What follows belongs to an exercise in optimizing a design on an open flow for small area and a short achievable clock period; a production flow would make more cautious choices.
The RTL was checked by simulation tests, not by an equivalence proof against the original design.
Power and IR drop assume default switching activity.

Design divider, start of the top module:
module divider
        (
                input wire signed [31:0] data1,
                input wire signed [31:0] data2,
                input wire clock,
                input wire reset_n,
                output reg signed [31:0] q,
                output reg signed [31:0] r
        );
Size in the first run: about 6900 cells after synthesis, roughly 64 flip-flops, roughly 130 I/O pins, ~38000 sq um of cells after synthesis.
clock: 150.0 ns
lec_check: 0
abc_area: 1
cap_margin: 20
core_margin: 2
core_utilization: 40
slew_margin: 20
run.sh (not shown) runs the stock make flow with config.mk's settings and CLKGATE_MAP_FILE= SYNTH_SCRIPT=/design/flow/synth_recipe.tcl, a recipe that flattens the netlist after the stock synthesis.
Edit:
==> flow/flow/run.sh (new file) <==
#!/bin/bash
# The standard layout (standard.sh, standard synthesis included), except
# that repair_timing after CTS and after global routing aims for a setup
# slack of flow/setup_margin ns instead of 0, using gate up-sizing only (no
# buffering, pin swaps or cloning), so the netlist keeps the synthesized
# structure. The design's SDC and clock period are used unchanged.
set -euo pipefail
MARGIN=$(cat flow/setup_margin)
bash standard.sh SETUP_SLACK_MARGIN=$MARGIN SETUP_MOVE_SEQUENCE=sizeup \
  SKIP_GATE_CLONING=1 SKIP_PIN_SWAP=1 finish > flow_make.log 2>&1
==> flow/flow/setup_margin (new file) <==
74
==> flow/standard.sh (new file) <==
#!/bin/bash
# synth_recipe.tcl (not shown) runs the flow's synth.tcl, then flattens the netlist and writes it again
# the make line also repeats each setting of config.mk as NAME=value (left out here)
make -C /OpenROAD-flow-scripts/flow DESIGN_CONFIG=/design/flow/config.mk WORK_HOME=/design/flow/orfs CLKGATE_MAP_FILE= SYNTH_SCRIPT=/design/flow/synth_recipe.tcl "${@:-finish}"
removed: flow/run.sh
After rerunning: Cell area climbs by about 14%; cell count does not change; critical path depth drops by 7; wire length climbs by 3.9%; clock power is about the same; area after synthesis does not change; sequential power stays flat; die area stays the same; worst setup slack is better by 6.0 ns.

---

## job 1492
divider, a different RTL version from the one above (not shown whole).
Size in the first run: ~6800 cells after synthesis, roughly 64 flip-flops, ~130 I/O pins, about 0.037 mm2 of cells after synthesis.
Settings: LEC_CHECK=0, ABC_AREA=1, CAP_MARGIN=20, CORE_MARGIN=2, CORE_UTILIZATION=40, SLEW_MARGIN=20; clock period 150.0 ns.
standard.sh (not shown) runs the stock make flow with config.mk's settings and CLKGATE_MAP_FILE= SYNTH_SCRIPT=/design/flow/synth_recipe.tcl, a recipe that flattens the netlist after the stock synthesis.
==> flow/flow/run.sh <==
#!/bin/bash
# The standard layout (standard.sh, standard synthesis included), run in
# two parts: up to CTS, the post-CTS repair_timing aims for a setup slack of
# flow/setup_margin ns instead of 0, using gate up-sizing only (no
# buffering, pin swaps or cloning), so the netlist keeps the synthesized
# structure; the rest (global route with its usual repairs, detailed route,
# finish) is standard. The design's SDC and clock period are used unchanged.
set -euo pipefail
MARGIN=$(cat flow/setup_margin)
bash standard.sh SETUP_SLACK_MARGIN=$MARGIN SETUP_MOVE_SEQUENCE=sizeup \
  SKIP_GATE_CLONING=1 SKIP_PIN_SWAP=1 cts > flow_make_cts.log 2>&1
bash standard.sh finish > flow_make.log 2>&1
==> flow/flow/setup_margin <==
74
Modified inputs, job 2584 compared to job 1492
==> flow/flow/run.sh <==
#!/bin/bash
# The standard layout (standard.sh, standard synthesis included), except
# that the buffers ORFS puts on every input and output port are
# sky130_fd_sc_hd__buf_1 cells, instead of the delay cells
# (clkdlybuf4s50_1) that buffer_ports picks by itself. Every port still
# gets its own buffer; the design's SDC and clock period are unchanged.
set -euo pipefail
bash standard.sh "BUFFER_PORTS_ARGS=-buffer_cell sky130_fd_sc_hd__buf_1" finish > flow_make.log 2>&1
removed: flow/flow/setup_margin
Notes after the runs:
For job 2584, the highest-delay cell along the critical path was sky130_fd_sc_hd__a21boi_2, unlike job 1492, where it was sky130_fd_sc_hd__a21boi_4. Summary of the comparison: number of antenna violations at the first check in global routing is lower in job 2584, relative to job 1492. Across job 2584 and job 1492, none had a timing, DRC or antenna violation. Per the comparison of job 2584 with job 1492, relative contribution of combinational cells to total power went down 0.4 points, maximum frequency went down 3.7%.
Edits applied to the flow inputs when going from job 2584 to job 9749:
==> flow/flow/run.sh <==
#!/bin/bash
# The standard layout (standard.sh, standard synthesis included), with
# two changes:
#  - the buffers ORFS puts on every input and output port are
#    sky130_fd_sc_hd__buf_1 cells instead of the delay cells
#    (clkdlybuf4s50_1) that buffer_ports picks by itself; every port still
#    gets its own buffer;
#  - the post-CTS repair_timing aims for a setup slack of flow/setup_margin
#    ns instead of 0, using gate up-sizing only (no buffering, pin swaps or
#    cloning), so the netlist keeps the synthesized structure.
# The rest (global route with its usual repairs, detailed route, finish) is
# standard. The design's SDC and clock period are used unchanged.
set -euo pipefail
MARGIN=$(cat flow/setup_margin)
IOBUF="BUFFER_PORTS_ARGS=-buffer_cell sky130_fd_sc_hd__buf_1"
bash standard.sh "$IOBUF" SETUP_SLACK_MARGIN=$MARGIN SETUP_MOVE_SEQUENCE=sizeup \
  SKIP_GATE_CLONING=1 SKIP_PIN_SWAP=1 cts > flow_make_cts.log 2>&1
bash standard.sh "$IOBUF" finish > flow_make.log 2>&1
==> flow/flow/setup_margin (new file) <==
74
==> comparison <==
- Comparing job 2584 with job 9749, the first-pass GRT wire length came out essentially unchanged.
- Growth of design area from synthesis to finish on job 9749 is up relative to job 2584.
- Clock slew seen by the registers of the worst setup and hold paths: job 9749 lower than job 2584
- Per the comparison of job 9749 with job 2584, starting DRC count in detailed routing comparable; worst path setup slack after routing now larger; total routing resource utilization after global routing comparable.
[inputs] job 7289 vs job 9749
==> flow/run.sh (new file) <==
#!/bin/bash
# synth_recipe.tcl (not shown) runs the flow's synth.tcl, then flattens the netlist and writes it again
# the make line also repeats each setting of config.mk as NAME=value (left out here)
make -C /OpenROAD-flow-scripts/flow DESIGN_CONFIG=/design/flow/config.mk WORK_HOME=/design/flow/orfs CLKGATE_MAP_FILE= SYNTH_SCRIPT=/design/flow/synth_recipe.tcl finish
removed: flow/flow/run.sh
removed: flow/flow/setup_margin
removed: flow/standard.sh
### Flow results
- Relative to job 9749, proportion of power drawn by combinational gates has gone up in job 7289.
- Job 9749 ended up with q[6] as its capture point of the worst path; job 7289 ended up with q[25].
- Comparing job 9749 with job 7289, the number of port buffers came out essentially unchanged.
- [compare] base=job 9749 new=job 7289: total routed wire length on the met1 layer went down, final worst slack shrank by 3.71 ns, overall routed net length has increased.

---

job 6728:
divider, a different RTL version from the one above (not shown whole).
Size: ~64 flip-flops, about 130 I/O pins, ~38000 sq um of cells after synthesis.
==> flow/config.mk <==
export PLATFORM = sky130hd
export DESIGN_NAME = divider
export DESIGN_NICKNAME = divider
export VERILOG_FILES = /design/flow/design.v
export SDC_FILE = /design/flow/constraint.sdc
export NUM_CORES = 4
export LEC_CHECK = 0
export ABC_AREA = 1
export CAP_MARGIN = 20
export CORE_MARGIN = 2
export CORE_UTILIZATION = 60
export PLACE_DENSITY = 0.8
export SLEW_MARGIN = 20
==> flow/constraint.sdc <==
create_clock -name core_clock -period 150.0 [get_ports {clock}]
set_input_delay 30.0000 -clock core_clock [delete_from_list [all_inputs] [get_ports {clock}]]
set_output_delay 30.0000 -clock core_clock [all_outputs]
set_load 0.01 [all_outputs]
run.sh (not shown) runs the stock make flow with config.mk's settings and CLKGATE_MAP_FILE= SYNTH_SCRIPT=/design/flow/synth_recipe.tcl, a recipe that flattens the netlist after the stock synthesis.
Stock flow here: none of the scripts above is used.
Job 6728 completed end to end with timing, DRC and antenna clean.
### job 6728 -> job 6742
Settings: a deleted PLACE_DENSITY that had been 0.8; a deleted ABC_AREA that had been 1; a change of CORE_UTILIZATION from 60 to 40.
==> flow/flow/run.sh (new file) <==
#!/bin/bash
# The standard ORFS layout with two changes:
#  - synthesis maps with flow/abc.script (area-oriented, no upsizing to a
#    0-delay target), so the netlist starts small;
#  - repair_timing (after CTS and after global routing) aims for a setup
#    slack of flow/setup_margin ns instead of 0, sizing up only the gates
#    the placed design needs to run faster.
# The design's SDC and clock period are used unchanged everywhere.
set -euo pipefail
HERE=$(pwd)
MARGIN=$(cat flow/setup_margin)
{
  echo 'proc abc {args} {'
  echo '  set i [lsearch -exact $args -script]'
  echo "  lset args [expr {\$i + 1}] $HERE/flow/abc.script"
  echo '  yosys abc {*}$args'
  echo '}'
  cat synth_recipe.tcl
} > own_synth.tcl
sed "s#SYNTH_SCRIPT=[^ ]*#SYNTH_SCRIPT=$HERE/own_synth.tcl#" standard.sh > own_standard.sh
grep -q "SYNTH_SCRIPT=$HERE/own_synth.tcl" own_standard.sh
bash own_standard.sh SETUP_SLACK_MARGIN=$MARGIN finish > flow_make.log 2>&1
==> flow/flow/abc.script (new file) <==
strash
dch
map -B 0.9
topo
stime -c
==> flow/flow/setup_margin (new file) <==
60
==> flow/standard.sh (new file) <==
#!/bin/bash
# synth_recipe.tcl (not shown) runs the flow's synth.tcl, then flattens the netlist and writes it again
# the make line also repeats each setting of config.mk as NAME=value (left out here)
make -C /OpenROAD-flow-scripts/flow DESIGN_CONFIG=/design/flow/config.mk WORK_HOME=/design/flow/orfs CLKGATE_MAP_FILE= SYNTH_SCRIPT=/design/flow/synth_recipe.tcl "${@:-finish}"
removed: flow/run.sh
- Going from job 6728 to job 6742, total length of routed met3 wires grew by more than half.
- Job 6742 vs job 6728: core utilization down
- Job 6742 vs job 6728: die area up in job 6742
- Job 6728 and job 6742 ended up with nearly the same multi-input combinational cell count.
- Job 6742 — share of power burned in combinational logic 0.3 points lower, job 6728 as reference
- What job 6728 reported for final HPWL from detailed placement has to be multiplied by 1.10 to get the figure for job 6742.
Relative to job 6742, the following input files were edited for job 4177:
Settings: setting ABC_AREA to 1 for the first time.
==> flow/run.sh (new file) <==
#!/bin/bash
# synth_recipe.tcl (not shown) runs the flow's synth.tcl, then flattens the netlist and writes it again
# the make line also repeats each setting of config.mk as NAME=value (left out here)
make -C /OpenROAD-flow-scripts/flow DESIGN_CONFIG=/design/flow/config.mk WORK_HOME=/design/flow/orfs CLKGATE_MAP_FILE= SYNTH_SCRIPT=/design/flow/synth_recipe.tcl finish
removed: flow/flow/run.sh
removed: flow/flow/abc.script
removed: flow/flow/setup_margin
removed: flow/standard.sh
==> notes.md <==
Initial core utilization: job 4177 vs job 6742 — no meaningful difference. Looking at first-pass GRT wire length across both flows, job 4177 is the weaker of the two, with job 6742 ahead. Placement-stage worst setup slack delta for job 4177 relative to job 6742: 14.19 ns higher. Taking job 6742 as 1.0, job 4177 lands at 1.19 on total leakage power. Job 4177 ends up with lower via count than job 6742 does.

---

== zinc ==
Another version of the RTL of divider (not shown whole).
Size: roughly 6900 cells after synthesis, roughly 130 I/O pins, about 38000 um2 of cells after synthesis.
export LEC_CHECK = 0
export ABC_AREA = 1
export CAP_MARGIN = 20
export CORE_MARGIN = 2
export CORE_UTILIZATION = 40
export SLEW_MARGIN = 20
create_clock -name core_clock -period 150.0 [get_ports {clock}]
standard.sh (not shown) runs the stock make flow with config.mk's settings and CLKGATE_MAP_FILE= SYNTH_SCRIPT=/design/flow/synth_recipe.tcl, a recipe that flattens the netlist after the stock synthesis.
==> flow/flow/run.sh <==
#!/bin/bash
set -euo pipefail
MARGIN=$(cat flow/setup_margin)
bash standard.sh SETUP_SLACK_MARGIN=$MARGIN SKIP_GATE_CLONING=1 finish > flow_make.log 2>&1
==> flow/flow/setup_margin <==
76
The inputs of tundra differ from those of zinc as listed below.
==> flow/run.sh (new file) <==
#!/bin/bash
# synth_recipe.tcl (not shown) runs the flow's synth.tcl, then flattens the netlist and writes it again
# the make line also repeats each setting of config.mk as NAME=value (left out here)
make -C /OpenROAD-flow-scripts/flow DESIGN_CONFIG=/design/flow/config.mk WORK_HOME=/design/flow/orfs CLKGATE_MAP_FILE= SYNTH_SCRIPT=/design/flow/synth_recipe.tcl finish
removed: flow/flow/run.sh
removed: flow/flow/setup_margin
removed: flow/standard.sh
Notes after the runs:
Status | zinc and tundra | clean. Reported for zinc and tundra, number of placed instances, taps included turned out identical to the last digit. Delta (tundra minus zinc): final setup TNS comparable, global-route usage over all layers lower, power consumption decreased by 4.9% relative to the old numbers. In the flow results for zinc and tundra, the critical path depth is smaller on tundra. Comparing zinc and tundra, the lower count of vias placed by the detailed router is on tundra. Looking at zinc and tundra, the clock power is a wash. Sequential power across zinc and tundra: no real change. Summary of the comparison: met3 wire length is lower in tundra, relative to zinc.
Edits applied to the flow inputs when going from tundra to yarrow:
==> flow/flow/run.sh (new file) <==
#!/bin/bash
# The standard layout (standard.sh, standard synthesis included), except
# that repair_timing after CTS and after global routing aims for a setup
# slack of flow/setup_margin ns instead of 0, using gate up-sizing only (no
# buffering, pin swaps or cloning), so the netlist keeps the synthesized
# structure. The design's SDC and clock period are used unchanged.
set -euo pipefail
MARGIN=$(cat flow/setup_margin)
bash standard.sh SETUP_SLACK_MARGIN=$MARGIN SETUP_MOVE_SEQUENCE=sizeup \
  SKIP_GATE_CLONING=1 SKIP_PIN_SWAP=1 finish > flow_make.log 2>&1
==> flow/flow/setup_margin (new file) <==
74
==> flow/standard.sh (new file) <==
#!/bin/bash
# synth_recipe.tcl (not shown) runs the flow's synth.tcl, then flattens the netlist and writes it again
# the make line also repeats each setting of config.mk as NAME=value (left out here)
make -C /OpenROAD-flow-scripts/flow DESIGN_CONFIG=/design/flow/config.mk WORK_HOME=/design/flow/orfs CLKGATE_MAP_FILE= SYNTH_SCRIPT=/design/flow/synth_recipe.tcl "${@:-finish}"
removed: flow/run.sh
### Flow results
yarrow | stages: all done | timing, DRC, antenna: all pass
Diff yarrow..tundra | total number of clock tree sinks | unchanged
In yarrow relative to tundra, critical path depth had gone down by a few percent.
| number of global-route vias before repair | yarrow vs tundra | 238 higher |
Compared to tundra, yarrow has logic gate share of total power 1.1 points higher.
tundra → yarrow: worst slew slack as a fraction of its limit shrank by 3.9 points; power drawn by the sequential cells held steady; clock slew at the register clock pins of the worst setup and hold paths held steady.

static timing again, ports no longer ideal:
No port has a modelled driver above. Below, the same layouts with a new extraction and two added sets of constraints. Step 1 assumes that a clkbuf_16 drives the clock port and a buf_2 every other input. Step 2 also shifts input and output timing later by t, the mid clock arrival at the registers, as if the neighbouring blocks saw the same clock. Three values: ideal, step 1, step 2; two values: the first two.
| run | t (ns) | setup WS [ns] | hold slack, ns | worst register clock-pin slew, ns |
|---|---|---|---|---|
| the first run of note 1 | 0.496 | 69.826 / 69.878 / 69.381 | 30.215 / 30.165 / 30.661 | 0.07 / 0.07 |
| the second run of note 1 | 0.493 | 75.843 / 75.882 / 75.389 | 30.213 / 30.163 / 30.657 | 0.07 / 0.07 |
| job 1492 | 0.447 | 73.461 / 73.490 / 73.043 | 30.076 / 30.038 / 30.485 | 0.09 / 0.09 |
| job 2584 | 0.452 | 70.516 / 70.551 / 70.099 | 30.085 / 30.050 / 30.383 | 0.10 / 0.10 |
| job 9749 | 0.449 | 73.420 / 73.451 / 73.002 | 30.081 / 30.046 / 30.384 | 0.10 / 0.10 |
| job 7289 | 0.445 | 69.708 / 69.720 / 69.276 | 30.070 / 30.035 / 30.480 | 0.09 / 0.09 |
| job 6728 | 0.459 | 63.466 / 63.503 / 63.044 | 30.283 / 30.242 / 30.701 | 0.08 / 0.08 |
| job 6742 | 0.451 | 65.368 / 65.400 / 64.949 | 30.151 / 30.112 / 30.563 | 0.08 / 0.08 |
| job 4177 | 0.454 | 64.088 / 64.128 / 63.675 | 30.351 / 30.307 / 30.742 | 0.09 / 0.09 |
| zinc | 0.469 | 75.737 / 75.781 / 75.312 | 30.121 / 30.075 / 30.543 | 0.10 / 0.10 |
| tundra | 0.466 | 68.333 / 68.371 / 67.905 | 30.130 / 30.088 / 30.554 | 0.11 / 0.11 |
| yarrow | 0.467 | 75.127 / 75.153 / 74.687 | 30.098 / 30.060 / 30.527 | 0.11 / 0.11 |
After both steps setup and hold are still met in every run listed. The setup slack of the second run of note 1, which loses most, moves by +0.039 ns with the drivers and by -0.454 ns with both steps.
